Source: an optimization exercise on an open RTL-to-GDS flow (aim: small area and a short achievable clock period). Production flows keep margins and buffers that such runs may drop. RTL that was checked went through simulation tests only; none was proved equivalent to the original. For run 1, only the layout was checked, not whether the RTL still works.

## flow/design.v

```verilog
module PPU (
    input clk,
    input rst,
    input i_en,
    input [31:0] data_in,
    input [11:0] scaling_factor,
    output logic [6:0] data_out,
    output logic valid,
    output logic [31:0] data_in_out
);
logic        ovf;
logic [5:0]  qq;
logic        rnd;
logic [6:0]  fval;
logic [11:0] rem [0:6];
logic [12:0] diff [0:5];
always @(*) begin
    ovf = (|data_in[30:18]) | (data_in[17:6] >= scaling_factor);
    rem[6] = data_in[17:6];
    for (int k = 5; k >= 0; k--) begin
        diff[k] = {rem[k+1], data_in[k]} - {1'b0, scaling_factor};
        qq[k] = ~diff[k][12];
        rem[k] = qq[k] ? diff[k][11:0] : {rem[k+1][10:0], data_in[k]};
    end
    rnd = {rem[0], 1'b0} >= {1'b0, scaling_factor};
    fval = ovf ? 7'd127 : ({1'b0, qq} + {6'd0, rnd});
end
always @(posedge clk) begin
    if (rst) begin
        valid <= 1'b0;
        data_out <= 7'd0;
        data_in_out <= 32'd0;
    end else begin
        valid <= i_en;
        data_out <= (i_en & ~data_in[31]) ? fval : 7'd0;
        data_in_out <= data_in;
    end
end
endmodule
```

## flow/run.sh

```bash
#!/bin/bash
# synth_recipe.tcl (not shown) runs the flow's synth.tcl, then flattens the netlist and writes it again
# the make line also repeats each setting of config.mk as NAME=value (left out here)
make -C /OpenROAD-flow-scripts/flow DESIGN_CONFIG=/design/flow/config.mk WORK_HOME=/design/flow/orfs CLKGATE_MAP_FILE= SYNTH_SCRIPT=/design/flow/synth_recipe.tcl finish
```

## flow/config.mk

```make
export PLATFORM = sky130hd
export DESIGN_NAME = PPU
export DESIGN_NICKNAME = PPU
export VERILOG_FILES = /design/flow/design.v
export SDC_FILE = /design/flow/constraint.sdc
export NUM_CORES = 4
export LEC_CHECK = 0
export CAP_MARGIN = 20
export CORE_MARGIN = 2
export CORE_UTILIZATION = 40
export SLEW_MARGIN = 20
```

## flow/constraint.sdc

```tcl
create_clock -name core_clock -period 120.0 [get_ports {clk}]
set_input_delay 24.0000 -clock core_clock [delete_from_list [all_inputs] [get_ports {clk}]]
set_output_delay 24.0000 -clock core_clock [all_outputs]
set_load 0.01 [all_outputs]
```

==> results of run 1 <==
[routing by layer]
layer,routed length (um),vias up,global-route usage [%]
met4,276,0,5.61
li1,-,2751,-
met5,0,-,0
met3,795,23,1.92
met1,7140,2596,26.3
met2,7550,151,37.6
[registers in the layout, indices dropped and copies added (netlist names)]
signal / flops
data_in_out: 32
data_out: 7
valid: 1
[worst max-delay path by stage]
| stage | to | depth (start not counted) | start | slack, ns |
|---|---|---|---|---|
| floorplan | data_out[4]$_SDFF_PP0_ | 98 | data_in[5] | 77.26 |
| global placement | data_out[4]$_SDFF_PP0_ | 92 | scaling_factor[0] | 75.39 |
| detailed placement | data_out[4]$_SDFF_PP0_ | 92 | scaling_factor[0] | 74.87 |
| CTS | data_out[4]$_SDFF_PP0_ | 92 | scaling_factor[0] | 75.08 |
| global route | data_out[4]$_SDFF_PP0_ | 93 | scaling_factor[0] | 73.07 |
| finish | data_out[4]$_SDFF_PP0_ | 92 | scaling_factor[0] | 75.00 |
[cell families (layout without fill, tap and decap cells)]
family	Yosys count	count (layout)	share of synthesized area [%]
buffers and inverters	65	148	4.60
adder cells (fa/ha/maj)	103	103	23.2
AND/OR/NAND/NOR	231	231	20.3
AO/OA/AOI/OAI	200	200	22.5
XOR/XNOR	49	49	7.47
flip-flops	40	40	13.9
multiplexers	38	38	7.89
[cells in the final DEF, fill, tap and decap left out, drive strengths merged, types with 6 or more instances in the layout]
cell type      synthesis  final
inv                   51     51
nor2b                 38     38
dfxtp                 40     40
fa                     6      6
o21a                  14     14
a21o                  20     20
nand3                 16     16
nand2                 42     42
o21ai                 51     51
a21boi                12     12
mux2                  34     34
and3                   9      9
nor3                  17     17
a21oi                 62     62
clkbuf                 7      6
xor2                  16     16
nand2b                18     18
clkdlybuf4s50          0     86
ha                    97     97
xnor2                 33     33
nor2                  63     63
or2                    8      8
[per-stage QoR]
step / hold slack (ns) / std cells
2_1_floorplan: 24.07 / 726
3_3_place_gp: 24.59 / 981
3_5_place_dp: 24.60 / 981
4_1_cts: 24.30 / 989
5_1_grt: 24.31 / 989
6_report: 24.29 / 989
[critical path: cells and delay by family]
family,cells,cell delay (ns)
AOI/OAI and AO/OA,53,11.24
and+or+nand+nor,20,3.88
buffers and inverters,4,1.23
muxes,5,1.49
adders and majority gates,9,3.09
xor gates and xnor gates,1,0.17
[area by class of cell]
class / count / area (um2)
Timing Repair Buffer: 89 / 883
Tap cell: 180 / 225
Multi-Input combinational cell: 621 / 4680
Sequential cell: 40 / 801
Fill cell: 1320 / 6970
Inverter: 51 / 191
Clock inverter: 2 / 38.8
Clock buffer: 6 / 139
==> qor.csv, run 1 <==
stage;metric;value;unit
status;run_status;timing/DRC/antenna clean;
timing;final_critical_path_required_period;45.00;ns
grt;maximum_number_of_pins_on_one_net_before_global_route_repair;34;
synthesis;edff_count_synth;0;
grt;grt_overflow_total;0;
run;maxCapViolCount;0;
clocking;cts_tree;done;
clocking;max-clock-path-buffers;2;
hold_path;min_path_cells;2;
setup_path;critical_path.endpoint_type;flip-flop;
detailed_routing;routed_via_density;5.58;
synthesis;netlist_area;5740;um2
cells_and_area;postLayoutCoreUtil;50.0;%
synthesis;synth_top_cells_by_area;sky130_fd_sc_hd__ha_1, sky130_fd_sc_hd__dfxtp_1, sky130_fd_sc_hd__a21oi_1;
synthesis;post-synth-top-count-cell;sky130_fd_sc_hd__ha_1;
cells_and_area;areaGrowthSynthToFinish;21.2;%
detailed_routing;firstDrtPassIters;5;
setup_path;critical_path_peak_fanout;22;
synthesis;avgSynthCellArea;7.91;um2
floorplan;design.portCount;87;
detailed_routing;dr_total_vias;5521;
timing;worst_pin_slew;1.01;ns
placement;place_congestion;0.923;
floorplan;die_height;124;um
clocking;setup_fix_bufs_post_cts;0;
placement;total_cell_area_at_the_placement_stage;6790;um2
synthesis;synth_seq_area_share;13.9;%
clocking;cts-buffers-inserted;5;
synthesis;post_synth_top_cells;sky130_fd_sc_hd__ha_1, sky130_fd_sc_hd__nor2_1, sky130_fd_sc_hd__a21oi_1, sky130_fd_sc_hd__inv_1, sky130_fd_sc_hd__o21ai_0;
clocking;postCtsResizedCells;0;
grt;wire_length_of_the_first_global_routing_pass;25.7;mm
cells_and_area;fin_area;6960;um2
detailed_routing;average_wire_per_cell_in_the_routed_design;15.9;um
clocking;numClockSinks;40;
detailed_routing;drtAntennaViolNets;0;
setup_path;critPathRequiredTime;120.13;ns
synthesis;netlist.area_leader.share;21.1;%
floorplan;floorplan.die_area;15300;um2
placement;count_of_input_and_output_buffers;86;
detailed_routing;routed_wl;15.8;mm
detailed_routing;drt_iter0_drc;331;
cells_and_area;finish.net_count;958;
clocking;htree_num_levels;2;
synthesis;synth_largest_area_cell;sky130_fd_sc_hd__ha_1;
synthesis;register_bit_total_from_synthesis;40;
clocking;cts-hold-fix-buffers;0;
floorplan;floorplan.die.width;124;um
synthesis;yosys_warnings;3;
synthesis;async_reset_ff_share;0;%
floorplan;core-area;13900;um2
timing;finalSetupViolCount;0;
timing;max_clock_freq;22.2;MHz
grt;number_of_antenna_violations_at_the_first_check_in_global_routing;0;
hold_path;timing.hold.worst.start;i_en;
floorplan;placement_rows;43;
clocking;clk_root_buffer_cell;sky130_fd_sc_hd__clkbuf_16;
placement;hpwl;13.0;mm
hold_path;hold_critical_path_endpoint;valid$_SDFF_PP0_;
setup_path;cp.arrival;45.14;ns
grt;grt_use_total;20.8;%
setup_path;crit_path_start_kind;input port;
timing;slew_headroom;32.7;%
timing;hold_viol_final;0;
grt;first_global_vias;5407;
setup_path;timing.critical_path.slowest_stage_cell;sky130_fd_sc_hd__a21oi_1;
synthesis;synthesis.instances;726;
setup_path;path_class;in -> reg;
timing;grt_setup_unrepaired;no;
hold_path;worstHoldPathType;in -> reg;
clocking;clk_pin_slew_worst_paths;0.06;ns
setup_path;cpMostUsedCell;sky130_fd_sc_hd__a21oi_1;
placement;detailedPlace.worstSlack;74.87;ns
synthesis;post_synth_num_cell_types;70;
timing;period_utilization_post_route;37.5;%
timing;setup_ws;75.00;ns
cells_and_area;diodes;0;
synthesis;synth_flop_cell;sky130_fd_sc_hd__dfxtp_1;
timing;setup-tns-final;0;ns
detailed_routing;remaining_drc_errors;0;
cells_and_area;layout-drive-gt1-share;8.41;%
timing;final_report_max_slew_violation_count;0;
floorplan;initial_utilization;41.2;%
synthesis;synth_nets;876;
setup_path;crit_path_max_incr_delay;0.83;ns
==> inputs of run 2 (changes only) <==
==> flow/design.v (replaced) <==
module PPU (
    input clk,
    input rst,
    input i_en,
    input [31:0] data_in,
    input [11:0] scaling_factor,
    output logic [6:0] data_out,
    output logic valid,
    output logic [31:0] data_in_out
);
wire [11:0] s  = scaling_factor;
wire [11:0] sn = ~scaling_factor;
genvar i, k;
wire [12:0] oc;
assign oc[0] = 1'b1;
generate
    for (i = 0; i < 12; i = i + 1) begin : g_ov
        assign oc[i+1] = (data_in[6+i] & sn[i]) | ((data_in[6+i] | sn[i]) & oc[i]);
    end
endgenerate
wire ovf = (|data_in[30:18]) | oc[12];
wire [11:0] rem [0:6];
wire [5:0]  qq;
assign rem[6] = data_in[17:6];
generate
    for (k = 5; k >= 0; k = k - 1) begin : g_st
        wire [12:0] a = {rem[k+1], data_in[k]};
        wire [12:0] c;
        assign c[0] = 1'b1;
        for (i = 0; i < 12; i = i + 1) begin : g_b
            assign c[i+1] = (a[i] & sn[i]) | ((a[i] | sn[i]) & c[i]);
        end
        assign qq[k] = a[12] | c[12];
        assign rem[k] = a[11:0] ^ ({12{qq[k]}} & ~(s ^ c[11:0]));
    end
endgenerate
wire [12:0] rc;
wire [12:0] a2 = {rem[0], 1'b0};
assign rc[0] = 1'b1;
generate
    for (i = 0; i < 12; i = i + 1) begin : g_rn
        assign rc[i+1] = (a2[i] & sn[i]) | ((a2[i] | sn[i]) & rc[i]);
    end
endgenerate
wire rnd = a2[12] | rc[12];
wire [6:0] fval = ovf ? 7'd127 : ({1'b0, qq} + {6'd0, rnd});
always @(posedge clk) begin
    if (rst) begin
        valid <= 1'b0;
        data_out <= 7'd0;
        data_in_out <= 32'd0;
    end else begin
        valid <= i_en;
        data_out <= (i_en & ~data_in[31]) ? fval : 7'd0;
        data_in_out <= data_in;
    end
end
endmodule
==> flow/flow/run.sh (new file) <==
#!/bin/bash
# ORFS layout with two changes: synthesis maps the logic with our own ABC script
# (flow/abc_area.script, no gate sizing or buffering inside ABC), and the port buffers are
# made from the smallest buffer cell. Each step's full output goes to its own log file here.
set -o pipefail
mkdir -p synth_scripts
cp -r "$FLOW_HOME/scripts/." synth_scripts/
cp flow/abc_area.script synth_scripts/abc_area.script
bash standard.sh SCRIPTS_DIR="$PWD/synth_scripts" synth > synth_flow.log 2>&1 || exit 1
bash standard.sh BUFFER_PORTS_ARGS="-buffer_cell sky130_fd_sc_hd__buf_1" finish > layout_flow.log 2>&1
==> flow/flow/abc_area.script (new file) <==
strash
dc2
dch
map -B 0.9
==> flow/standard.sh (new file) <==
#!/bin/bash
# synth_recipe.tcl (not shown) runs the flow's synth.tcl, then flattens the netlist and writes it again
# the make line also repeats each setting of config.mk as NAME=value (left out here)
make -C /OpenROAD-flow-scripts/flow DESIGN_CONFIG=/design/flow/config.mk WORK_HOME=/design/flow/orfs CLKGATE_MAP_FILE= SYNTH_SCRIPT=/design/flow/synth_recipe.tcl "${@:-finish}"
--- a/flow/config.mk
+++ b/flow/config.mk
@@ -5,7 +5,9 @@
 export SDC_FILE = /design/flow/constraint.sdc
 export NUM_CORES = 4
 export LEC_CHECK = 0
+export ABC_AREA = 1
 export CAP_MARGIN = 20
 export CORE_MARGIN = 2
 export CORE_UTILIZATION = 40
+export CTS_BUF_LIST = sky130_fd_sc_hd__clkbuf_8
 export SLEW_MARGIN = 20
removed: flow/run.sh
==> qor.csv, run 2 <==
stage;metric;value;unit;change
cells_and_area;layout-drive-gt1-share;1.91;%;was 8.41%
synthesis;synth_top_cells_by_area;sky130_fd_sc_hd__nand2_1, sky130_fd_sc_hd__dfxtp_1, sky130_fd_sc_hd__nand3_1;;was sky130_fd_sc_hd__ha_1, sky130_fd_sc_hd__dfxtp_1, sky130_fd_sc_hd__a21oi_1
setup_path;critPathRequiredTime;120.18;ns;was 120.13 ns
timing;worst_pin_slew;0.773;ns;was 1.01 ns
grt;maximum_number_of_pins_on_one_net_before_global_route_repair;34;;unchanged
grt;first_global_vias;4285;;was 5407
setup_path;critical_path.endpoint_type;flip-flop;;unchanged
floorplan;die_height;102;um;was 124 um
floorplan;floorplan.die.width;102;um;was 124 um
synthesis;netlist.area_leader.share;22.7;%;was 21.1%
setup_path;crit_path_max_incr_delay;0.57;ns;was 0.83 ns
cells_and_area;fin_area;4480;um2;was 6960 um2
timing;hold_viol_final;0;;unchanged
detailed_routing;dr_total_vias;4609;;was 5521
clocking;numClockSinks;40;;unchanged
cells_and_area;finish.net_count;832;;was 958
synthesis;synth_flop_cell;sky130_fd_sc_hd__dfxtp_1;;unchanged
cells_and_area;diodes;0;;unchanged
clocking;max-clock-path-buffers;2;;unchanged
synthesis;register_bit_total_from_synthesis;40;;unchanged
cells_and_area;areaGrowthSynthToFinish;15.5;%;was 21.2%
setup_path;critical_path_peak_fanout;20;;was 22
floorplan;core-area;9330;um2;was 13900 um2
placement;count_of_input_and_output_buffers;86;;unchanged
detailed_routing;average_wire_per_cell_in_the_routed_design;11.2;um;was 15.9 um
synthesis;synthesis.instances;689;;was 726
setup_path;worst-path-buf-inv;9;;was 4
clocking;htree_num_levels;2;;unchanged
synthesis;post_synth_top_cells;sky130_fd_sc_hd__nand2_1, sky130_fd_sc_hd__nand3_1, sky130_fd_sc_hd__clkinv_1, sky130_fd_sc_hd__xor2_1, sky130_fd_sc_hd__dfxtp_1;;was sky130_fd_sc_hd__ha_1, sky130_fd_sc_hd__nor2_1, sky130_fd_sc_hd__a21oi_1, sky130_fd_sc_hd__inv_1, sky130_fd_sc_hd__o21ai_0
grt;number_of_antenna_violations_at_the_first_check_in_global_routing;0;;unchanged
synthesis;post-synth-top-count-cell;sky130_fd_sc_hd__nand2_1;;was sky130_fd_sc_hd__ha_1
cells_and_area;reg.largest.list;data_in_out: 32 flops, data_out: 7 flops, valid: 1 flops;;unchanged
clocking;clk_root_buffer_cell;sky130_fd_sc_hd__clkbuf_8;;was sky130_fd_sc_hd__clkbuf_16
synthesis;synth_largest_area_cell;sky130_fd_sc_hd__nand2_1;;was sky130_fd_sc_hd__ha_1
synthesis;edff_count_synth;0;;unchanged
clocking;postCtsResizedCells;0;;unchanged
grt;wire_length_of_the_first_global_routing_pass;17.8;mm;was 25.7 mm
placement;hpwl;8.50;mm;was 13.0 mm
floorplan;placement_rows;35;;was 43
clocking;setup_fix_bufs_post_cts;0;;unchanged
detailed_routing;firstDrtPassIters;5;;unchanged
timing;final_report_max_slew_violation_count;0;;unchanged
detailed_routing;drt_iter0_drc;197;;was 331
setup_path;cp.arrival;42.60;ns;was 45.14 ns
synthesis;synth_seq_area_share;20.6;%;was 13.9%
detailed_routing;routed_wl;10.2;mm;was 15.8 mm
timing;max_clock_freq;23.6;MHz;was 22.2 MHz
cells_and_area;largest_register_ff_count;32;;unchanged
setup_path;timing.critical_path.slowest_stage_cell;sky130_fd_sc_hd__buf_1;;was sky130_fd_sc_hd__a21oi_1
timing;setup-tns-final;0;ns;unchanged
hold_path;worstHoldPathType;in -> reg;;unchanged
cells_and_area;regMostFlops;data_in_out;;unchanged
detailed_routing;drtAntennaViolNets;0;;unchanged
floorplan;floorplan.die_area;10500;um2;was 15300 um2
setup_path;cpLargestDelayFamily;simple AND/OR/NAND/NOR gates;;was compound AO/OA/AOI/OAI gates
status;run_status;timing/DRC/antenna clean;;unchanged
setup_path;cpMostUsedCell;sky130_fd_sc_hd__nand2_1;;was sky130_fd_sc_hd__a21oi_1
clocking;cts-buffers-inserted;5;;unchanged
placement;place_congestion;0.835;;was 0.923
clocking;cts_tree;done;;unchanged
floorplan;initial_utilization;41.6;%;was 41.2%
timing;slew_headroom;48.4;%;was 32.7%
cells_and_area;most-common-layout-cells;sky130_fd_sc_hd__nand2_1, sky130_fd_sc_hd__nand3_1, sky130_fd_sc_hd__clkinv_1;;was sky130_fd_sc_hd__ha_1, sky130_fd_sc_hd__clkdlybuf4s50_1, sky130_fd_sc_hd__nor2_1
synthesis;netlist_area;3880;um2;was 5740 um2
run;maxCapViolCount;0;;unchanged
timing;finalSetupViolCount;0;;unchanged
cells_and_area;layout.cells.most_common;sky130_fd_sc_hd__nand2_1;;was sky130_fd_sc_hd__ha_1
placement;total_cell_area_at_the_placement_stage;4370;um2;was 6790 um2
grt;grt_use_total;20.3;%;was 20.8%
detailed_routing;routed_via_density;5.05;;was 5.58
timing;grt_setup_unrepaired;no;;unchanged
detailed_routing;remaining_drc_errors;0;;unchanged
timing;final_critical_path_required_period;42.42;ns;was 45.00 ns
clocking;cts-hold-fix-buffers;0;;unchanged
setup_path;crit_path_start_kind;input port;;unchanged
grt;grt_overflow_total;0;;unchanged
setup_path;path_class;in -> reg;;unchanged
synthesis;async_reset_ff_share;0;%;unchanged
clocking;clk_pin_slew_worst_paths;0.08;ns;was 0.06 ns
timing;period_utilization_post_route;35.3;%;was 37.5%
synthesis;yosys_warnings;1;;was 3
synthesis;post_synth_num_cell_types;23;;was 70
synthesis;synth_nets;738;;was 876
synthesis;avgSynthCellArea;5.63;um2;was 7.91 um2
floorplan;design.portCount;87;;unchanged
run 2: path summary, 6_finish.rpt:
path | endpoint | slack (ns) | from | cells after the start
setup / recovery | data_out[4]$_SDFF_PP0_ | 77.58 | scaling_factor[0] | 161
hold / removal | valid$_SDFF_PP0_ | 23.89 | i_en | 3
run 2: per-stage QoR:
stage	hold WS, ns	setup slack [ns]	std cells	utilization, %
detailed placement	24.20	77.34	905	46.9
global route	23.89	74.47	913	48.0
global placement	24.19	77.82	905	46.9
CTS	23.88	77.58	913	48.0
floorplan	24.07	81.60	689	-
finish	23.89	77.58	913	48.0
run 2: worst min-delay path, delay by kind of cell:
family,cells,cell delay (ns)
buffers and inverters,2,0.10
and+or+nand+nor,1,0.03
run 2: area by class of cell:
class | count | area, um2
multi-input cells | 548 | 2700
well taps | 129 | 161
clock inverters | 3 | 42.5
repair buffers | 87 | 330
flip-flops and latches | 40 | 801
fillers | 1057 | 4850
inverters | 101 | 379
clock buffers | 5 | 68.8
run 2: per-layer routing:
metal	vias up	wire, um	share of wire [%]	global-route usage [%]
met5	-	0	0	0
met4	0	45	0.44	4.00
met3	4	472	4.6	2.67
met2	100	4710	46	37.2
met1	2092	5000	49	25.5
li1	2413	-	-	-
run 2: kinds of logic (layout without fill, tap and decap cells):
group,count (synthesis),after routing,share of synthesized area [%]
AO/OA/AOI/OAI,42,42,6.45
flip-flops,40,40,20.6
XOR/XNOR,60,60,13.5
adder cells (fa/ha/maj),2,2,0.645
buffers and inverters,101,196,9.77
AND/OR/NAND/NOR,444,444,48.9
==> inputs of run 3 (changes only) <==
==> flow/flow/abc_area.script (replaced) <==
strash
dc2
dch
map -B 0.3
==> qor.csv, run 3 <==
stage;metric;value;unit;change
timing;grt_setup_unrepaired;no;;unchanged
clocking;postCtsResizedCells;0;;unchanged
floorplan;design.portCount;87;;unchanged
synthesis;synth_largest_area_cell;sky130_fd_sc_hd__nand3_1;;was sky130_fd_sc_hd__nand2_1
placement;total_cell_area_at_the_placement_stage;4530;um2;was 4370 um2
floorplan;floorplan.die.width;104;um;was 102 um
floorplan;floorplan.die_area;10900;um2;was 10500 um2
setup_path;cpMostUsedCell;sky130_fd_sc_hd__nand2_1;;unchanged
synthesis;synthesis.instances;695;;was 689
timing;final.hold.worst_slack;23.90;ns;was 23.89 ns
synthesis;synth_nets;744;;was 738
detailed_routing;dr_total_vias;4816;;was 4609
floorplan;placement_rows;36;;was 35
floorplan;core-area;9770;um2;was 9330 um2
synthesis;synth_seq_area_share;19.9;%;was 20.6%
synthesis;post_synth_top_cells;sky130_fd_sc_hd__nand3_1, sky130_fd_sc_hd__nand2_1, sky130_fd_sc_hd__clkinv_1, sky130_fd_sc_hd__xor2_1, sky130_fd_sc_hd__nor2_1;;was sky130_fd_sc_hd__nand2_1, sky130_fd_sc_hd__nand3_1, sky130_fd_sc_hd__clkinv_1, sky130_fd_sc_hd__xor2_1, sky130_fd_sc_hd__dfxtp_1
grt;first_global_vias;4628;;was 4285
setup_path;cp.arrival;44.06;ns;was 42.60 ns
detailed_routing;drtAntennaViolNets;0;;unchanged
clocking;cts_tree;done;;unchanged
setup_path;critical_path.endpoint_type;flip-flop;;unchanged
detailed_routing;firstDrtPassIters;4;;was 5
setup_path;critical_path_peak_fanout;17;;was 20
cells_and_area;diodes;0;;unchanged
placement;hpwl;9.33;mm;was 8.50 mm
cells_and_area;postLayoutCoreUtil;47.4;%;was 48.0%
placement;place_congestion;0.829;;was 0.835
clocking;cts-buffers-inserted;5;;unchanged
timing;hold_viol_final;0;;unchanged
detailed_routing;average_wire_per_cell_in_the_routed_design;12.4;um;was 11.2 um
floorplan;initial_utilization;41.1;%;was 41.6%
synthesis;netlist.area_leader.share;25.2;%;was 22.7%
status;run_status;timing/DRC/antenna clean;;unchanged
grt;wire_length_of_the_first_global_routing_pass;19.9;mm;was 17.8 mm
cells_and_area;areaGrowthSynthToFinish;15.2;%;was 15.5%
detailed_routing;drt_iter0_drc;164;;was 197
floorplan;die_height;104;um;was 102 um
clocking;max-clock-path-buffers;2;;unchanged
clocking;clk_pin_slew_worst_paths;0.08;ns;about the same
run;maxCapViolCount;0;;unchanged
timing;slew_headroom;52.0;%;was 48.4%
clocking;setup_fix_bufs_post_cts;0;;unchanged
cells_and_area;num-fill-cells;1081;;was 1057
cells_and_area;most-common-layout-cells;sky130_fd_sc_hd__nand3_1, sky130_fd_sc_hd__nand2_1, sky130_fd_sc_hd__clkinv_1;;was sky130_fd_sc_hd__nand2_1, sky130_fd_sc_hd__nand3_1, sky130_fd_sc_hd__clkinv_1
placement;placedCellCount;917;;was 905
synthesis;netlist_area;4020;um2;was 3880 um2
grt;grt_overflow_total;0;;unchanged
setup_path;path_class;in -> reg;;unchanged
clocking;cts-hold-fix-buffers;0;;unchanged
synthesis;synth_flop_cell;sky130_fd_sc_hd__dfxtp_1;;unchanged
synthesis;async_reset_ff_share;0;%;unchanged
cells_and_area;layout.cells.most_common;sky130_fd_sc_hd__nand3_1;;was sky130_fd_sc_hd__nand2_1
hold_path;worstHoldPathType;in -> reg;;unchanged
detailed_routing;routed_wl;11.5;mm;was 10.2 mm
timing;final_critical_path_required_period;43.84;ns;was 42.42 ns
cells_and_area;largest_register_ff_count;32;;unchanged
synthesis;post-synth-top-count-cell;sky130_fd_sc_hd__nand3_1;;was sky130_fd_sc_hd__nand2_1
clocking;clk_root_buffer_cell;sky130_fd_sc_hd__clkbuf_8;;unchanged
timing;final_report_max_slew_violation_count;0;;unchanged
cells_and_area;regMostFlops;data_in_out;;unchanged
cells_and_area;non_filler_instance_count_after_layout;925;;was 913
placement;count_of_input_and_output_buffers;86;;unchanged
detailed_routing;remaining_drc_errors;0;;unchanged
grt;number_of_antenna_violations_at_the_first_check_in_global_routing;0;;unchanged
detailed_routing;routed_via_density;5.21;;was 5.05
setup_path;critPathRequiredTime;120.22;ns;was 120.18 ns
clocking;htree_num_levels;2;;unchanged
cells_and_area;layout-drive-gt1-share;2.53;%;was 1.91%
cells_and_area;reg.largest.list;data_in_out: 32 flops, data_out: 7 flops, valid: 1 flops;;unchanged
timing;max_clock_freq;22.8;MHz;was 23.6 MHz
synthesis;avgSynthCellArea;5.78;um2;was 5.63 um2
timing;period_utilization_post_route;36.5;%;was 35.3%
synthesis;yosys_warnings;1;;unchanged
synthesis;register_bit_total_from_synthesis;40;;unchanged
setup_path;timing.critical_path.slowest_stage_cell;sky130_fd_sc_hd__nand2_1;;was sky130_fd_sc_hd__buf_1
synthesis;synth_top_cells_by_area;sky130_fd_sc_hd__nand3_1, sky130_fd_sc_hd__dfxtp_1, sky130_fd_sc_hd__nand2_1;;was sky130_fd_sc_hd__nand2_1, sky130_fd_sc_hd__dfxtp_1, sky130_fd_sc_hd__nand3_1
synthesis;edff_count_synth;0;;unchanged
cells_and_area;finish.net_count;840;;was 832
timing;finalSetupViolCount;0;;unchanged
timing;worst_pin_slew;0.715;ns;was 0.773 ns
grt;maximum_number_of_pins_on_one_net_before_global_route_repair;34;;unchanged
cells_and_area;fin_area;4630;um2;was 4480 um2
synthesis;post_synth_num_cell_types;28;;was 23
setup_path;crit_path_max_incr_delay;0.55;ns;was 0.57 ns
clocking;numClockSinks;40;;unchanged
grt;grt_use_total;21.4;%;was 20.3%
timing;setup-tns-final;0;ns;unchanged
setup_path;crit_path_start_kind;input port;;unchanged
==> run 3: path summary, 6_finish.rpt <==
path / to / cells past startpoint / start / slack, ns
worst max-delay path: data_out[5]$_SDFF_PP0_ / 154 / scaling_factor[1] / 76.16
worst min-delay path: data_in_out[31]$_SDFF_PP0_ / 3 / data_in[31] / 23.90
==> run 3: cell families (layout without fill, tap and decap cells) <==
family                   Yosys count  count (layout)  synth area share (%)
AND/OR/NAND/NOR                  439             439                  48.2
buffers and inverters             98             195                  9.15
XOR/XNOR                          64              64                  13.9
AO/OA/AOI/OAI                     52              52                  8.19
flip-flops                        40              40                  19.9
adder cells (fa/ha/maj)            2               2                 0.623
==> run 3: worst max-delay path, delay by kind of cell <==
family | cells | cell delay [ns]
compound gates | 6 | 1.36
fa+ha+maj | 1 | 0.20
xor+xnor | 1 | 0.29
buf+inv | 3 | 0.69
simple gates | 143 | 17.43
==> run 3: area by class of cell <==
class                   count  area, um2  area share, %
multi-input cells         557       2850           61.6
well taps                 133        166           3.60
flip-flops and latches     40        801           17.3
inverters                  98        368           7.95
clock inverters             2       15.0          0.324
repair buffers             89        345           7.46
clock buffers               6       82.6           1.78
==> run 3: through the flow <==
stage	setup WS (ns)
after detailed placement	76.11
final	76.16
after global placement	76.68
after CTS	76.36
after global routing	73.28
after floorplan	81.59
==> run 3: layer usage <==
| layer | routed length, um | vias up | track usage, % | part of all wire, % |
|---|---|---|---|---|
| li1 | - | 2500 | - | - |
| met4 | 418 | 0 | 9.17 | 3.6 |
| met2 | 5430 | 111 | 38.4 | 47 |
| met3 | 432 | 24 | 3.01 | 3.8 |
| met1 | 5210 | 2181 | 25.2 | 45 |
| met5 | 0 | - | 0 | 0 |
==> inputs of run 4 (changes only) <==
==> flow/flow/abc_area.script (replaced) <==
strash
dch
map -B 0.3
==> qor.csv, run 4 <==
stage;metric;value;unit;change
detailed_routing;drt_iter0_drc;241;;was 164
cells_and_area;reg.largest.list;data_in_out: 32 flops, data_out: 7 flops, valid: 1 flops;;unchanged
synthesis;synth_nets;851;;was 744
synthesis;synth_seq_area_share;17.7;%;was 19.9%
synthesis;post_synth_top_cells;sky130_fd_sc_hd__nand2_1, sky130_fd_sc_hd__clkinv_1, sky130_fd_sc_hd__nand3_1, sky130_fd_sc_hd__xor2_1, sky130_fd_sc_hd__nor2_1;;was sky130_fd_sc_hd__nand3_1, sky130_fd_sc_hd__nand2_1, sky130_fd_sc_hd__clkinv_1, sky130_fd_sc_hd__xor2_1, sky130_fd_sc_hd__nor2_1
detailed_routing;firstDrtPassIters;4;;unchanged
placement;hpwl;9.88;mm;was 9.33 mm
grt;grt_overflow_total;0;;unchanged
hold_path;worstHoldPathType;in -> reg;;unchanged
cells_and_area;non_filler_instance_count_after_layout;1040;;was 925
clocking;clk_pin_slew_worst_paths;0.08;ns;about the same
timing;worst_pin_slew;0.999;ns;was 0.715 ns
floorplan;design.portCount;87;;unchanged
cells_and_area;finish.net_count;948;;was 840
floorplan;floorplan.die.width;110;um;was 104 um
grt;maximum_number_of_pins_on_one_net_before_global_route_repair;34;;unchanged
floorplan;die_height;110;um;was 104 um
timing;grt_setup_unrepaired;no;;unchanged
synthesis;synthesis.instances;802;;was 695
setup_path;critPathRequiredTime;120.23;ns;was 120.22 ns
setup_path;critical_path_peak_fanout;17;;unchanged
cells_and_area;num-fill-cells;1253;;was 1081
clocking;cts-buffers-inserted;5;;unchanged
synthesis;synth_largest_area_cell;sky130_fd_sc_hd__nand2_1;;was sky130_fd_sc_hd__nand3_1
setup_path;worst-path-buf-inv;3;;unchanged
cells_and_area;multiInputGateArea;3270;um2;was 2850 um2
placement;placedCellCount;1032;;was 917
synthesis;netlist.area_leader.share;21.1;%;was 25.2%
timing;slew_headroom;33.4;%;was 52.0%
clocking;htree_num_levels;2;;unchanged
cells_and_area;areaGrowthSynthToFinish;13.9;%;was 15.2%
synthesis;yosys_warnings;1;;unchanged
grt;grt_use_total;20.4;%;was 21.4%
setup_path;timing.critical_path.slowest_stage_cell;sky130_fd_sc_hd__a21oi_1;;was sky130_fd_sc_hd__nand2_1
status;run_status;timing/DRC/antenna clean;;unchanged
synthesis;netlist_area;4530;um2;was 4020 um2
floorplan;placement_rows;38;;was 36
grt;number_of_antenna_violations_at_the_first_check_in_global_routing;0;;unchanged
setup_path;critical_path.endpoint_type;flip-flop;;unchanged
cells_and_area;diodes;0;;unchanged
run;maxCapViolCount;0;;unchanged
placement;count_of_input_and_output_buffers;86;;unchanged
detailed_routing;average_wire_per_cell_in_the_routed_design;12.0;um;was 12.4 um
timing;finalSetupViolCount;0;;unchanged
synthesis;avgSynthCellArea;5.65;um2;was 5.78 um2
detailed_routing;drtAntennaViolNets;0;;unchanged
clocking;postCtsResizedCells;0;;unchanged
timing;hold_viol_final;0;;unchanged
timing;setup-tns-final;0;ns;unchanged
timing;final_critical_path_required_period;38.18;ns;was 43.84 ns
grt;wire_length_of_the_first_global_routing_pass;21.0;mm;was 19.9 mm
setup_path;crit_path_start_kind;input port;;unchanged
clocking;numClockSinks;40;;unchanged
synthesis;synth_top_cells_by_area;sky130_fd_sc_hd__nand2_1, sky130_fd_sc_hd__xor2_1, sky130_fd_sc_hd__dfxtp_1;;was sky130_fd_sc_hd__nand3_1, sky130_fd_sc_hd__dfxtp_1, sky130_fd_sc_hd__nand2_1
detailed_routing;routed_wl;12.5;mm;was 11.5 mm
setup_path;cpLargestDelayFamily;simple AND/OR/NAND/NOR gates;;unchanged
clocking;setup_fix_bufs_post_cts;0;;unchanged
cells_and_area;most-common-layout-cells;sky130_fd_sc_hd__nand2_1, sky130_fd_sc_hd__clkinv_1, sky130_fd_sc_hd__nand3_1;;was sky130_fd_sc_hd__nand3_1, sky130_fd_sc_hd__nand2_1, sky130_fd_sc_hd__clkinv_1
synthesis;register_bit_total_from_synthesis;40;;unchanged
cells_and_area;ff_latch_area;801;um2;unchanged
timing;final_report_max_slew_violation_count;0;;unchanged
synthesis;synth_flop_cell;sky130_fd_sc_hd__dfxtp_1;;unchanged
timing;period_utilization_post_route;31.8;%;was 36.5%
synthesis;post-synth-top-count-cell;sky130_fd_sc_hd__nand2_1;;was sky130_fd_sc_hd__nand3_1
floorplan;initial_utilization;41.5;%;was 41.1%
setup_path;path_class;in -> reg;;unchanged
setup_path;cp.arrival;38.41;ns;was 44.06 ns
synthesis;edff_count_synth;0;;unchanged
cells_and_area;largest_register_ff_count;32;;unchanged
detailed_routing;dr_total_vias;4980;;was 4816
cells_and_area;layout-drive-gt1-share;2.44;%;was 2.53%
setup_path;crit_path_max_incr_delay;0.62;ns;was 0.55 ns
floorplan;core-area;10900;um2;was 9770 um2
grt;first_global_vias;4451;;was 4628
timing;max_clock_freq;26.2;MHz;was 22.8 MHz
clocking;cts_tree;done;;unchanged
placement;place_congestion;0.886;;was 0.829
synthesis;post_synth_num_cell_types;25;;was 28
cells_and_area;regMostFlops;data_in_out;;unchanged
cells_and_area;layout.cells.most_common;sky130_fd_sc_hd__nand2_1;;was sky130_fd_sc_hd__nand3_1
clocking;clk_root_buffer_cell;sky130_fd_sc_hd__clkbuf_8;;unchanged
synthesis;async_reset_ff_share;0;%;unchanged
clocking;max-clock-path-buffers;2;;unchanged
floorplan;floorplan.die_area;12200;um2;was 10900 um2
setup_path;cpMostUsedCell;sky130_fd_sc_hd__nand3_1;;was sky130_fd_sc_hd__nand2_1
clocking;cts-hold-fix-buffers;0;;unchanged
detailed_routing;remaining_drc_errors;0;;unchanged
detailed_routing;routed_via_density;4.79;;was 5.21
## run 4: cell types whose count changed after synthesis, sizes merged, moves of 4 or more
| cell | previous run | this run |
|---|---|---|
| a31oi | 9 | 5 |
| clkinv | 98 | 126 |
| nand2 | 180 | 255 |
| nand3 | 202 | 108 |
| nand4 | 3 | 7 |
| nor2 | 43 | 74 |
| o21ai | 4 | 30 |
| o21bai | 1 | 7 |
| o221ai | 4 | 0 |
| xnor2 | 5 | 13 |
| xor2 | 59 | 93 |
## run 4: cell families (layout without fill, tap and decap cells)
logic type | count (synthesis) | after routing | share of synthesized area [%]
XOR/XNOR | 106 | 106 | 20.5
AO/OA/AOI/OAI | 74 | 74 | 9.33
buffers and inverters | 126 | 224 | 10.4
flip-flops | 40 | 40 | 17.7
AND/OR/NAND/NOR | 454 | 454 | 41.6
adder cells (fa/ha/maj) | 2 | 2 | 0.552
## run 4: layer usage
metal  track usage [%]  routed length, um
met5                 0                  0
met2              34.9               5880
met4              5.33                170
met1              27.0               5730
met3              2.74                739
## run 4: cell type report
cell class	count	area share (%)
multi-input cells	636	63.2
flip-flops and latches	40	15.5
inverters	126	9.15
repair buffers	90	6.83
well taps	140	3.39
clock buffers	6	1.60
clock inverters	2	0.291
## run 4: final timing paths
kind,from,end,slack (ns),depth (start not counted)
max,scaling_factor[2],data_out[6]$_SDFF_PP0_,81.82,93
min,data_in[27],data_in_out[27]$_SDFF_PP0_,23.89,3
## run 4: metrics by stage
step           cell area, um2  hold WS, ns  worst slack, ns  util, %
2_1_floorplan            4530        24.07            85.75        -
3_3_place_gp             5060        24.20            81.67     46.3
3_5_place_dp             5060        24.20            81.56     46.3
4_1_cts                  5160        23.87            81.84     47.2
5_1_grt                  5170        23.88            79.71     47.2
6_report                 5170        23.89            81.82     47.2
==> inputs of run 5 (changes only) <==
==> flow/flow/abc_area.script (replaced) <==
strash
dch
map -B 0.5
topo
stime -c
buffer -c
upsize -c
dnsize -c
==> qor.csv, run 5 <==
stage;metric;value;unit;change
clocking;postCtsResizedCells;0;;unchanged
grt;number_of_antenna_violations_at_the_first_check_in_global_routing;0;;unchanged
grt;grt_use_total;18.5;%;was 20.4%
cells_and_area;diodes;0;;unchanged
synthesis;synth_nets;878;;was 851
cells_and_area;finish.net_count;946;;was 948
cells_and_area;fin_area;5530;um2;was 5170 um2
floorplan;placement_rows;41;;was 38
clocking;clk_root_buffer_cell;sky130_fd_sc_hd__clkbuf_8;;unchanged
floorplan;die_height;117;um;was 110 um
setup_path;critical_path_peak_fanout;22;;was 17
timing;finalSetupViolCount;0;;unchanged
setup_path;cpMostUsedCell;sky130_fd_sc_hd__nand3_2;;was sky130_fd_sc_hd__nand3_1
timing;slew_headroom;38.2;%;was 33.4%
grt;grt_overflow_total;0;;unchanged
timing;final_report_max_slew_violation_count;0;;unchanged
setup_path;crit_path_start_kind;input port;;unchanged
timing;worst_pin_slew;0.927;ns;was 0.999 ns
synthesis;synth_largest_area_cell;sky130_fd_sc_hd__nand2_1;;unchanged
cells_and_area;layout.cells.most_common;sky130_fd_sc_hd__nand2_1;;unchanged
clocking;setup_fix_bufs_post_cts;0;;unchanged
timing;final.hold.worst_slack;23.90;ns;was 23.89 ns
grt;maximum_number_of_pins_on_one_net_before_global_route_repair;34;;unchanged
synthesis;edff_count_synth;0;;unchanged
floorplan;floorplan.die_area;13600;um2;was 12200 um2
detailed_routing;drtAntennaViolNets;0;;unchanged
cells_and_area;num-fill-cells;1401;;was 1253
placement;place_congestion;0.828;;was 0.886
cells_and_area;layout-drive-gt1-share;10.4;%;was 2.44%
placement;hpwl;10.0;mm;was 9.88 mm
detailed_routing;remaining_drc_errors;0;;unchanged
synthesis;yosys_warnings;1;;unchanged
detailed_routing;average_wire_per_cell_in_the_routed_design;11.5;um;was 12.0 um
timing;setup-tns-final;0;ns;unchanged
setup_path;cp.arrival;34.61;ns;was 38.41 ns
setup_path;timing.critical_path.slowest_stage_cell;sky130_fd_sc_hd__buf_1;;was sky130_fd_sc_hd__a21oi_1
status;run_status;timing/DRC/antenna clean;;unchanged
timing;hold_viol_final;0;;unchanged
setup_path;critPathRequiredTime;120.17;ns;was 120.23 ns
detailed_routing;routed_wl;12.3;mm;was 12.5 mm
timing;period_utilization_post_route;28.7;%;was 31.8%
setup_path;crit_path_max_incr_delay;0.64;ns;was 0.62 ns
synthesis;avgSynthCellArea;6.13;um2;was 5.65 um2
cells_and_area;multiInputGateArea;3570;um2;was 3270 um2
clocking;max-clock-path-buffers;2;;unchanged
detailed_routing;dr_total_vias;4980;;unchanged
clocking;cts-buffers-inserted;5;;unchanged
clocking;numClockSinks;40;;unchanged
run;maxCapViolCount;0;;unchanged
clocking;clk_pin_slew_worst_paths;0.09;ns;was 0.08 ns
cells_and_area;reg.largest.list;data_in_out: 32 flops, data_out: 7 flops, valid: 1 flops;;unchanged
detailed_routing;drt_iter0_drc;280;;was 241
synthesis;netlist_area;5080;um2;was 4530 um2
detailed_routing;firstDrtPassIters;5;;was 4
synthesis;synth_seq_area_share;15.8;%;was 17.7%
synthesis;post_synth_top_cells;sky130_fd_sc_hd__nand2_1, sky130_fd_sc_hd__inv_1, sky130_fd_sc_hd__xor2_1, sky130_fd_sc_hd__nand3_1, sky130_fd_sc_hd__nor2_1;;was sky130_fd_sc_hd__nand2_1, sky130_fd_sc_hd__clkinv_1, sky130_fd_sc_hd__nand3_1, sky130_fd_sc_hd__xor2_1, sky130_fd_sc_hd__nor2_1
cells_and_area;ff_latch_area;801;um2;unchanged
floorplan;design.portCount;87;;unchanged
synthesis;async_reset_ff_share;0;%;unchanged
cells_and_area;postLayoutCoreUtil;44.2;%;was 47.2%
clocking;htree_num_levels;2;;unchanged
synthesis;post_synth_num_cell_types;40;;was 25
cells_and_area;areaGrowthSynthToFinish;8.82;%;was 13.9%
hold_path;min_path_cells;3;;unchanged
detailed_routing;routed_via_density;4.65;;was 4.79
clocking;cts-hold-fix-buffers;0;;unchanged
synthesis;register_bit_total_from_synthesis;40;;unchanged
synthesis;synth_flop_cell;sky130_fd_sc_hd__dfxtp_1;;unchanged
timing;grt_setup_unrepaired;no;;unchanged
synthesis;post-synth-top-count-cell;sky130_fd_sc_hd__nand2_1;;unchanged
placement;total_cell_area_at_the_placement_stage;5410;um2;was 5060 um2
floorplan;core-area;12500;um2;was 10900 um2
synthesis;synthesis.instances;829;;was 802
clocking;cts_tree;done;;unchanged
setup_path;path_class;in -> reg;;unchanged
cells_and_area;regMostFlops;data_in_out;;unchanged
synthesis;synth_top_cells_by_area;sky130_fd_sc_hd__nand2_1, sky130_fd_sc_hd__xor2_1, sky130_fd_sc_hd__dfxtp_1;;unchanged
placement;count_of_input_and_output_buffers;86;;unchanged
cells_and_area;largest_register_ff_count;32;;unchanged
grt;first_global_vias;4549;;was 4451
timing;max_clock_freq;29.0;MHz;was 26.2 MHz
hold_path;worstHoldPathType;in -> reg;;unchanged
cells_and_area;most-common-layout-cells;sky130_fd_sc_hd__nand2_1, sky130_fd_sc_hd__inv_1, sky130_fd_sc_hd__xor2_1;;was sky130_fd_sc_hd__nand2_1, sky130_fd_sc_hd__clkinv_1, sky130_fd_sc_hd__nand3_1
timing;final_critical_path_required_period;34.44;ns;was 38.18 ns
floorplan;floorplan.die.width;117;um;was 110 um
setup_path;critical_path.endpoint_type;flip-flop;;unchanged
synthesis;netlist.area_leader.share;18.7;%;was 21.1%
floorplan;initial_utilization;40.6;%;was 41.5%
grt;wire_length_of_the_first_global_routing_pass;20.9;mm;was 21.0 mm
run 5: path summary, 6_finish.rpt:
kind,from,to,slack (ns)
worst max-delay path,scaling_factor[0],data_out[4]$_SDFF_PP0_,85.56
worst min-delay path,data_in[29],data_in_out[29]$_SDFF_PP0_,23.90
run 5: cell type report:
| class | count | area share [%] |
|---|---|---|
| clock inverter | 3 | 0.860 |
| sequential | 40 | 14.5 |
| tap | 172 | 3.89 |
| inverter | 121 | 8.31 |
| multi-input combinational | 637 | 64.6 |
| clock buffer | 5 | 1.24 |
| timing repair buffer | 92 | 6.65 |
run 5: kinds of logic (layout without fill, tap and decap cells):
| kind of cell | after synthesis | count (layout) | synth area share, % |
|---|---|---|---|
| AND/OR/NAND/NOR | 479 | 479 | 45.7 |
| buffers and inverters | 152 | 221 | 14.0 |
| XOR/XNOR | 107 | 107 | 18.6 |
| AO/OA/AOI/OAI | 49 | 49 | 5.44 |
| flip-flops | 40 | 40 | 15.8 |
| adder cells (fa/ha/maj) | 2 | 2 | 0.492 |
run 5: worst max-delay path, delay by kind of cell:
kind	cells	cell delay, ns
buf+inv	2	0.70
simple gates	96	9.17
compound gates	1	0.07
fa+ha+maj	2	0.45
xor+xnor	1	0.15
run 5: per-stage QoR:
stage / worst slack, ns / cells
detailed placement: 85.24 / 1062
floorplan: 87.65 / 829
CTS: 85.57 / 1070
finish: 85.56 / 1070
global route: 84.01 / 1070
global placement: 85.35 / 1062
run 5: routing by layer:
| layer | global-route usage, % | vias to the layer above | part of all wire, % | wire (um) |
|---|---|---|---|---|
| met5 | 0 | - | 0 | 0 |
| met4 | 2.27 | 0 | 0.54 | 67 |
| met3 | 1.82 | 7 | 4.7 | 581 |
| met2 | 32.3 | 100 | 45 | 5570 |
| met1 | 25.3 | 2201 | 50 | 6120 |
| li1 | - | 2672 | - | - |
==> inputs of run 6 (changes only) <==
==> flow/flow/abc_area.script (replaced) <==
strash
dc2
dch
map -B 0.9
topo
stime -c
buffer -c
upsize -c
dnsize -c
==> qor.csv, run 6 <==
stage;metric;value;unit;change
clocking;postCtsResizedCells;0;;unchanged
clocking;htree_num_levels;2;;unchanged
synthesis;post_synth_top_cells;sky130_fd_sc_hd__nand2_1, sky130_fd_sc_hd__nand3_1, sky130_fd_sc_hd__inv_1, sky130_fd_sc_hd__xor2_1, sky130_fd_sc_hd__dfxtp_1;;was sky130_fd_sc_hd__nand2_1, sky130_fd_sc_hd__inv_1, sky130_fd_sc_hd__xor2_1, sky130_fd_sc_hd__nand3_1, sky130_fd_sc_hd__nor2_1
clocking;cts-buffers-inserted;5;;unchanged
synthesis;async_reset_ff_share;0;%;unchanged
detailed_routing;average_wire_per_cell_in_the_routed_design;11.8;um;was 11.5 um
clocking;cts-hold-fix-buffers;0;;unchanged
hold_path;worstHoldPathType;in -> reg;;unchanged
clocking;clk_pin_slew_worst_paths;0.09;ns;about the same
setup_path;crit_path_max_incr_delay;0.60;ns;was 0.64 ns
cells_and_area;areaGrowthSynthToFinish;9.82;%;was 8.82%
synthesis;edff_count_synth;0;;unchanged
setup_path;critPathRequiredTime;120.19;ns;was 120.17 ns
setup_path;path_class;in -> reg;;unchanged
timing;slew_headroom;45.6;%;was 38.2%
cells_and_area;most-common-layout-cells;sky130_fd_sc_hd__nand2_1, sky130_fd_sc_hd__nand3_1, sky130_fd_sc_hd__buf_1;;was sky130_fd_sc_hd__nand2_1, sky130_fd_sc_hd__inv_1, sky130_fd_sc_hd__xor2_1
cells_and_area;regMostFlops;data_in_out;;unchanged
floorplan;floorplan.die_area;11300;um2;was 13600 um2
setup_path;critical_path_peak_fanout;20;;was 22
timing;final_critical_path_required_period;40.52;ns;was 34.44 ns
cells_and_area;finish.net_count;832;;was 946
floorplan;core-area;10200;um2;was 12500 um2
synthesis;avgSynthCellArea;5.89;um2;was 6.13 um2
detailed_routing;dr_total_vias;4655;;was 4980
synthesis;synth_top_cells_by_area;sky130_fd_sc_hd__nand2_1, sky130_fd_sc_hd__dfxtp_1, sky130_fd_sc_hd__nand3_1;;was sky130_fd_sc_hd__nand2_1, sky130_fd_sc_hd__xor2_1, sky130_fd_sc_hd__dfxtp_1
synthesis;post_synth_num_cell_types;38;;was 40
synthesis;synth_simple_gate_area_share;47.5;%;was 45.7%
clocking;max-clock-path-buffers;2;;unchanged
synthesis;share_of_synthesized_area_spent_on_multiplexers;0;%;unchanged
floorplan;initial_utilization;41.0;%;was 40.6%
timing;final_report_max_slew_violation_count;0;;unchanged
setup_path;worst-path-buf-inv;5;;was 2
setup_path;timing.critical_path.slowest_stage_cell;sky130_fd_sc_hd__buf_1;;unchanged
synthesis;synth_largest_area_cell;sky130_fd_sc_hd__nand2_1;;unchanged
status;run_status;timing/DRC/antenna clean;;unchanged
clocking;cts_tree;done;;unchanged
setup_path;timing.critical_path.depth;166;;was 102
floorplan;design.portCount;87;;unchanged
run;maxCapViolCount;0;;unchanged
synthesis;post_synth_fa_ha_maj_area_fraction;0.597;%;was 0.492%
setup_path;worst_setup_path_startpoint;scaling_factor[0];;unchanged
cells_and_area;largest_register_ff_count;32;;unchanged
timing;period_utilization_post_route;33.8;%;was 28.7%
grt;first_global_vias;4397;;was 4549
synthesis;synth_xor_area_share;12.5;%;was 18.6%
detailed_routing;drt_iter0_drc;237;;was 280
clocking;setup_fix_bufs_post_cts;0;;unchanged
grt;grt_use_total;19.2;%;was 18.5%
grt;grt_overflow_total;0;;unchanged
setup_path;cp.arrival;40.71;ns;was 34.61 ns
timing;worst_pin_slew;0.816;ns;was 0.927 ns
timing;max_clock_freq;24.7;MHz;was 29.0 MHz
setup_path;critical_path.endpoint_type;flip-flop;;unchanged
setup_path;endpoint;data_out[4]$_SDFF_PP0_;;unchanged
floorplan;floorplan.die.width;106;um;was 117 um
cells_and_area;layout.cells.most_common;sky130_fd_sc_hd__nand2_1;;unchanged
setup_path;cpMostUsedCell;sky130_fd_sc_hd__nand2_1;;was sky130_fd_sc_hd__nand3_2
grt;number_of_antenna_violations_at_the_first_check_in_global_routing;0;;unchanged
detailed_routing;firstDrtPassIters;5;;unchanged
cells_and_area;reg.largest.list;data_in_out: 32 flops, data_out: 7 flops, valid: 1 flops;;unchanged
synthesis;netlist_area;4190;um2;was 5080 um2
cells_and_area;layout-drive-gt1-share;6.51;%;was 10.4%
grt;maximum_number_of_pins_on_one_net_before_global_route_repair;34;;unchanged
detailed_routing;routed_wl;10.8;mm;was 12.3 mm
clocking;numClockSinks;40;;unchanged
synthesis;combinational_family_with_the_most_area_after_synthesis;simple AND/OR/NAND/NOR gates;;unchanged
setup_path;cpLargestDelayFamily;simple AND/OR/NAND/NOR gates;;unchanged
synthesis;yosys_warnings;1;;unchanged
synthesis;synth_nets;761;;was 878
synthesis;netlist.area_leader.share;19.5;%;was 18.7%
floorplan;placement_rows;37;;was 41
detailed_routing;drtAntennaViolNets;0;;unchanged
grt;wire_length_of_the_first_global_routing_pass;18.3;mm;was 20.9 mm
detailed_routing;routed_via_density;5.06;;was 4.65
placement;count_of_input_and_output_buffers;86;;unchanged
timing;finalSetupViolCount;0;;unchanged
cells_and_area;diodes;0;;unchanged
synthesis;synthesis.instances;712;;was 829
setup_path;crit_path_start_kind;input port;;unchanged
synthesis;synth_seq_area_share;19.1;%;was 15.8%
timing;setup-tns-final;0;ns;unchanged
placement;hpwl;8.86;mm;was 10.0 mm
clocking;clk_root_buffer_cell;sky130_fd_sc_hd__clkbuf_8;;unchanged
placement;place_congestion;0.873;;was 0.828
timing;grt_setup_unrepaired;no;;unchanged
synthesis;synth_flop_cell;sky130_fd_sc_hd__dfxtp_1;;unchanged
floorplan;die_height;106;um;was 117 um
timing;hold_viol_final;0;;unchanged
synthesis;register_bit_total_from_synthesis;40;;unchanged
cells_and_area;num-fill-cells;1103;;was 1401
synthesis;compound_gate_fraction_of_synth_area;5.88;%;was 5.44%
synthesis;post-synth-top-count-cell;sky130_fd_sc_hd__nand2_1;;unchanged
detailed_routing;remaining_drc_errors;0;;unchanged
[run 6: layout make-up]
class                           instances  area (um2)  share of cell area [%]
Multi-Input combinational cell        548        2790                    60.5
Clock inverter                          3        47.5                    1.03
Sequential cell                        40         801                    17.4
Clock buffer                            5        68.8                    1.49
Timing Repair Buffer                   87         330                    7.17
Inverter                              101         400                    8.69
Tap cell                              136         170                    3.69
[run 6: logic make-up after synthesis]
kind of cell | count (synthesis)
AOI/OAI and AO/OA | 42
xor gates and xnor gates | 60
adders and majority gates | 2
buffers and inverters | 124
DFF | 40
and+or+nand+nor | 444
[run 6: layer usage]
metal,routed length (um),vias up,global-route usage [%]
met5,0,-,0
met2,4890,118,33.7
met4,153,0,6.02
met1,5180,2127,24.5
met3,578,10,2.02
li1,-,2400,-
[run 6: stage by stage]
stage	cells	setup WS, ns	hold slack (ns)	instance area (um2)	util [%]
after floorplan	712	83.17	24.11	4190	-
after global placement	912	79.78	24.21	4490	43.9
after CTS	920	79.55	23.90	4610	45.0
final	920	79.48	23.91	4610	45.0
after detailed placement	912	79.34	24.21	4490	43.9
after global routing	920	76.57	23.91	4610	45.0
[run 6: how the worst min path moves through the flow]
| stage | from | endpoint | slack [ns] | depth (start not counted) |
|---|---|---|---|---|
| 6_report | data_in[18] | data_in_out[18]$_SDFF_PP0_ | 23.91 | 3 |
| 5_1_grt | data_in[25] | data_in_out[25]$_SDFF_PP0_ | 23.91 | 3 |
| 4_1_cts | data_in[24] | data_in_out[24]$_SDFF_PP0_ | 23.90 | 3 |
| 3_5_place_dp | data_in[24] | data_in_out[24]$_SDFF_PP0_ | 24.21 | 3 |
| 3_3_place_gp | data_in[22] | data_in_out[22]$_SDFF_PP0_ | 24.21 | 3 |
| 2_1_floorplan | data_in[22] | data_in_out[22]$_SDFF_PP0_ | 24.11 | 2 |
==> inputs of run 7 (changes only) <==
==> flow/flow/abc_area.script (replaced) <==
strash
dc2
dch
map -B 0.9
topo
buffer -c
==> qor.csv, run 7 <==
stage;metric;value;unit;change
status;run_status;timing/DRC/antenna clean;;unchanged
detailed_routing;firstDrtPassIters;5;;unchanged
run;maxCapViolCount;0;;unchanged
hold_path;worstHoldPathType;in -> reg;;unchanged
placement;hpwl;8.81;mm;was 8.86 mm
floorplan;die_height;107;um;was 106 um
synthesis;synth_seq_area_share;18.9;%;was 19.1%
synthesis;share_of_synthesized_area_spent_on_multiplexers;0;%;unchanged
synthesis;edff_count_synth;0;;unchanged
setup_path;path_class;in -> reg;;unchanged
synthesis;netlist_area;4250;um2;was 4190 um2
detailed_routing;routed_via_density;5.04;;was 5.06
clocking;cts_tree;done;;unchanged
synthesis;async_reset_ff_share;0;%;unchanged
grt;maximum_number_of_pins_on_one_net_before_global_route_repair;34;;unchanged
clocking;cts-buffers-inserted;5;;unchanged
synthesis;post-synth-top-count-cell;sky130_fd_sc_hd__nand2_1;;unchanged
timing;hold_viol_final;0;;unchanged
detailed_routing;routed_wl;10.7;mm;was 10.8 mm
synthesis;synth_nets;761;;unchanged
synthesis;synth_simple_gate_area_share;44.7;%;was 47.5%
detailed_routing;remaining_drc_errors;0;;unchanged
synthesis;post_synth_top_cells;sky130_fd_sc_hd__nand2_1, sky130_fd_sc_hd__nand3_1, sky130_fd_sc_hd__inv_1, sky130_fd_sc_hd__xor2_1, sky130_fd_sc_hd__dfxtp_1;;unchanged
clocking;postCtsResizedCells;0;;unchanged
synthesis;synthesis.instances;712;;unchanged
cells_and_area;layout.cells.most_common;sky130_fd_sc_hd__nand2_1;;unchanged
detailed_routing;drtAntennaViolNets;0;;unchanged
synthesis;netlist.area_leader.share;20.8;%;was 19.5%
cells_and_area;layout-drive-gt1-share;1.91;%;was 6.51%
timing;final_report_max_slew_violation_count;0;;unchanged
setup_path;critical_path.endpoint_type;flip-flop;;unchanged
synthesis;synth_top_cells_by_area;sky130_fd_sc_hd__nand2_1, sky130_fd_sc_hd__dfxtp_1, sky130_fd_sc_hd__nand3_1;;unchanged
placement;count_of_input_and_output_buffers;86;;unchanged
setup_path;crit_path_start_kind;input port;;unchanged
clocking;clk_pin_slew_worst_paths;0.08;ns;was 0.09 ns
floorplan;floorplan.die.width;107;um;was 106 um
cells_and_area;finish.net_count;832;;unchanged
detailed_routing;drt_iter0_drc;247;;was 237
placement;place_congestion;0.877;;was 0.873
cells_and_area;diodes;0;;unchanged
clocking;cts-hold-fix-buffers;0;;unchanged
clocking;numClockSinks;40;;unchanged
timing;period_utilization_post_route;35.2;%;was 33.8%
synthesis;post_synth_num_cell_types;27;;was 38
synthesis;synth_largest_area_cell;sky130_fd_sc_hd__nand2_1;;unchanged
synthesis;compound_gate_fraction_of_synth_area;5.89;%;was 5.88%
cells_and_area;areaGrowthSynthToFinish;5.86;%;was 9.82%
setup_path;crit_path_max_incr_delay;0.56;ns;was 0.60 ns
floorplan;core-area;10300;um2;was 10200 um2
setup_path;timing.critical_path.slowest_stage_cell;sky130_fd_sc_hd__buf_1;;unchanged
grt;wire_length_of_the_first_global_routing_pass;18.1;mm;was 18.3 mm
timing;final_critical_path_required_period;42.22;ns;was 40.52 ns
cells_and_area;reg.largest.list;data_in_out: 32 flops, data_out: 7 flops, valid: 1 flops;;unchanged
synthesis;synth_xor_area_share;12.4;%;was 12.5%
clocking;setup_fix_bufs_post_cts;0;;unchanged
grt;grt_overflow_total;0;;unchanged
clocking;max-clock-path-buffers;2;;unchanged
grt;number_of_antenna_violations_at_the_first_check_in_global_routing;0;;unchanged
setup_path;critPathRequiredTime;120.22;ns;was 120.19 ns
setup_path;critical_path_peak_fanout;20;;unchanged
synthesis;post_synth_fa_ha_maj_area_fraction;0.589;%;was 0.597%
synthesis;yosys_warnings;1;;unchanged
synthesis;avgSynthCellArea;5.96;um2;was 5.89 um2
detailed_routing;dr_total_vias;4638;;was 4655
synthesis;combinational_family_with_the_most_area_after_synthesis;simple AND/OR/NAND/NOR gates;;unchanged
setup_path;cp.arrival;42.45;ns;was 40.71 ns
clocking;htree_num_levels;2;;unchanged
synthesis;synth_flop_cell;sky130_fd_sc_hd__dfxtp_1;;unchanged
floorplan;placement_rows;37;;unchanged
timing;max_clock_freq;23.7;MHz;was 24.7 MHz
timing;worst_pin_slew;0.765;ns;was 0.816 ns
setup_path;cpMostUsedCell;sky130_fd_sc_hd__nand2_1;;unchanged
cells_and_area;most-common-layout-cells;sky130_fd_sc_hd__nand2_1, sky130_fd_sc_hd__nand3_1, sky130_fd_sc_hd__inv_1;;was sky130_fd_sc_hd__nand2_1, sky130_fd_sc_hd__nand3_1, sky130_fd_sc_hd__buf_1
cells_and_area;largest_register_ff_count;32;;unchanged
timing;finalSetupViolCount;0;;unchanged
timing;grt_setup_unrepaired;no;;unchanged
timing;setup-tns-final;0;ns;unchanged
timing;slew_headroom;49.0;%;was 45.6%
floorplan;design.portCount;87;;unchanged
floorplan;floorplan.die_area;11500;um2;was 11300 um2
clocking;clk_root_buffer_cell;sky130_fd_sc_hd__clkbuf_8;;unchanged
floorplan;initial_utilization;41.1;%;was 41.0%
cells_and_area;regMostFlops;data_in_out;;unchanged
detailed_routing;average_wire_per_cell_in_the_routed_design;11.6;um;was 11.8 um
synthesis;register_bit_total_from_synthesis;40;;unchanged
grt;first_global_vias;4244;;was 4397
grt;grt_use_total;18.7;%;was 19.2%
[run 7: changes by cell type in the layout (fill, tap and decap cells not counted), moves of 2 or more]
cell                       delta
sky130_fd_sc_hd__nand2_1     +17
sky130_fd_sc_hd__nand2_4      -3
sky130_fd_sc_hd__clkinv_1     +2
sky130_fd_sc_hd__nand3_1      +7
sky130_fd_sc_hd__inv_2       -12
sky130_fd_sc_hd__nand3_2      -7
sky130_fd_sc_hd__nand2_2     -14
sky130_fd_sc_hd__clkinv_4     -2
sky130_fd_sc_hd__inv_1       +14
sky130_fd_sc_hd__clkinv_2     -2
[run 7: cells by family (layout without fill, tap and decap cells)]
family / after synthesis / in the layout
and+or+nand+nor: 444 / 444
buffers and inverters: 124 / 196
xor gates and xnor gates: 60 / 60
AOI/OAI and AO/OA: 42 / 42
DFF: 40 / 40
adders and majority gates: 2 / 2
[run 7: path summary, 6_finish.rpt]
check               from                     end  slack (ns)  cells after the start
min                 i_en        valid$_SDFF_PP0_       23.90                      3
max    scaling_factor[0]  data_out[5]$_SDFF_PP0_       77.78                    160
[run 7: area by class of cell]
class                           instances  area (um2)
Timing Repair Buffer                   87         330
Sequential cell                        40         801
Clock inverter                          3        46.3
Multi-Input combinational cell        548        2700
Clock buffer                            5        68.8
Tap cell                              136         170
Inverter                              101         379
Fill cell                            1161        5830
[run 7: critical path, delay by kind of cell]
| kind | cells | cell delay [ns] |
|---|---|---|
| and+or+nand+nor | 154 | 17.24 |
| buffers and inverters | 3 | 0.64 |
| xor gates and xnor gates | 1 | 0.17 |
| adders and majority gates | 1 | 0.17 |
| AOI/OAI and AO/OA | 1 | 0.14 |
[run 7: routing by layer]
layer	GRT usage, %	part of all wire, %	vias to the layer above
li1	-	-	2408
met1	24.1	48	2109
met2	33.0	46	109
met3	2.13	4.4	12
met4	5.10	1.4	0
met5	0	0	-
[run 7: per-stage QoR]
| stage | util, % | hold WS (ns) | area (um2) | cells | setup WS, ns |
|---|---|---|---|---|---|
| floorplan | - | 24.11 | 4250 | 712 | 82.70 |
| global placement | 42.4 | 24.21 | 4380 | 912 | 78.15 |
| detailed placement | 42.4 | 24.21 | 4380 | 912 | 77.62 |
| CTS | 43.5 | 23.89 | 4490 | 920 | 77.89 |
| global route | 43.5 | 23.90 | 4490 | 920 | 74.57 |
| finish | 43.5 | 23.90 | 4490 | 920 | 77.78 |

==> re-timing with driven ports <==
The flow's constraints put no driver on any port. The routed layouts listed below were extracted and timed again, unchanged, in two steps. Step 1, drivers: a clkbuf_16 drives clk and a buf_2 each remaining input, both assumed. Step 2 times the ports against the registers' clock, not the clock port: input delays grow and output delays shrink by t, the midpoint of the rising clock arrivals with the driver on. a / b / c = no drivers / after step 1 / after step 2; a / b = the first two.
run	t (ns)	slack for setup (ns)	worst hold slack (ns)	latest minus earliest clock arrival (ns)	worst data-port slew with drivers (ns)
run 1	0.309	74.996 / 75.008 / 74.699	24.294 / 24.285 / 24.594	0.009 / 0.009	0.04
run 2	0.312	77.581 / 77.580 / 77.268	23.894 / 23.886 / 24.198	0.006 / 0.006	0.04
run 3	0.311	76.163 / 76.162 / 75.851	23.902 / 23.895 / 24.206	0.006 / 0.006	0.04
run 4	0.331	81.817 / 81.824 / 81.493	23.886 / 23.875 / 24.205	0.015 / 0.015	0.04
run 5	0.319	85.563 / 85.562 / 85.243	23.902 / 23.895 / 24.214	0.012 / 0.012	0.04
run 6	0.324	79.477 / 79.478 / 79.154	23.908 / 23.898 / 24.222	0.011 / 0.010	0.05
run 7	0.318	77.776 / 77.776 / 77.458	23.897 / 23.890 / 24.208	0.014 / 0.014	0.04
After both steps setup and hold are still met in every run listed. The setup slack of run 4, which loses most, moves by +0.007 ns with the drivers and by -0.324 ns with both steps.
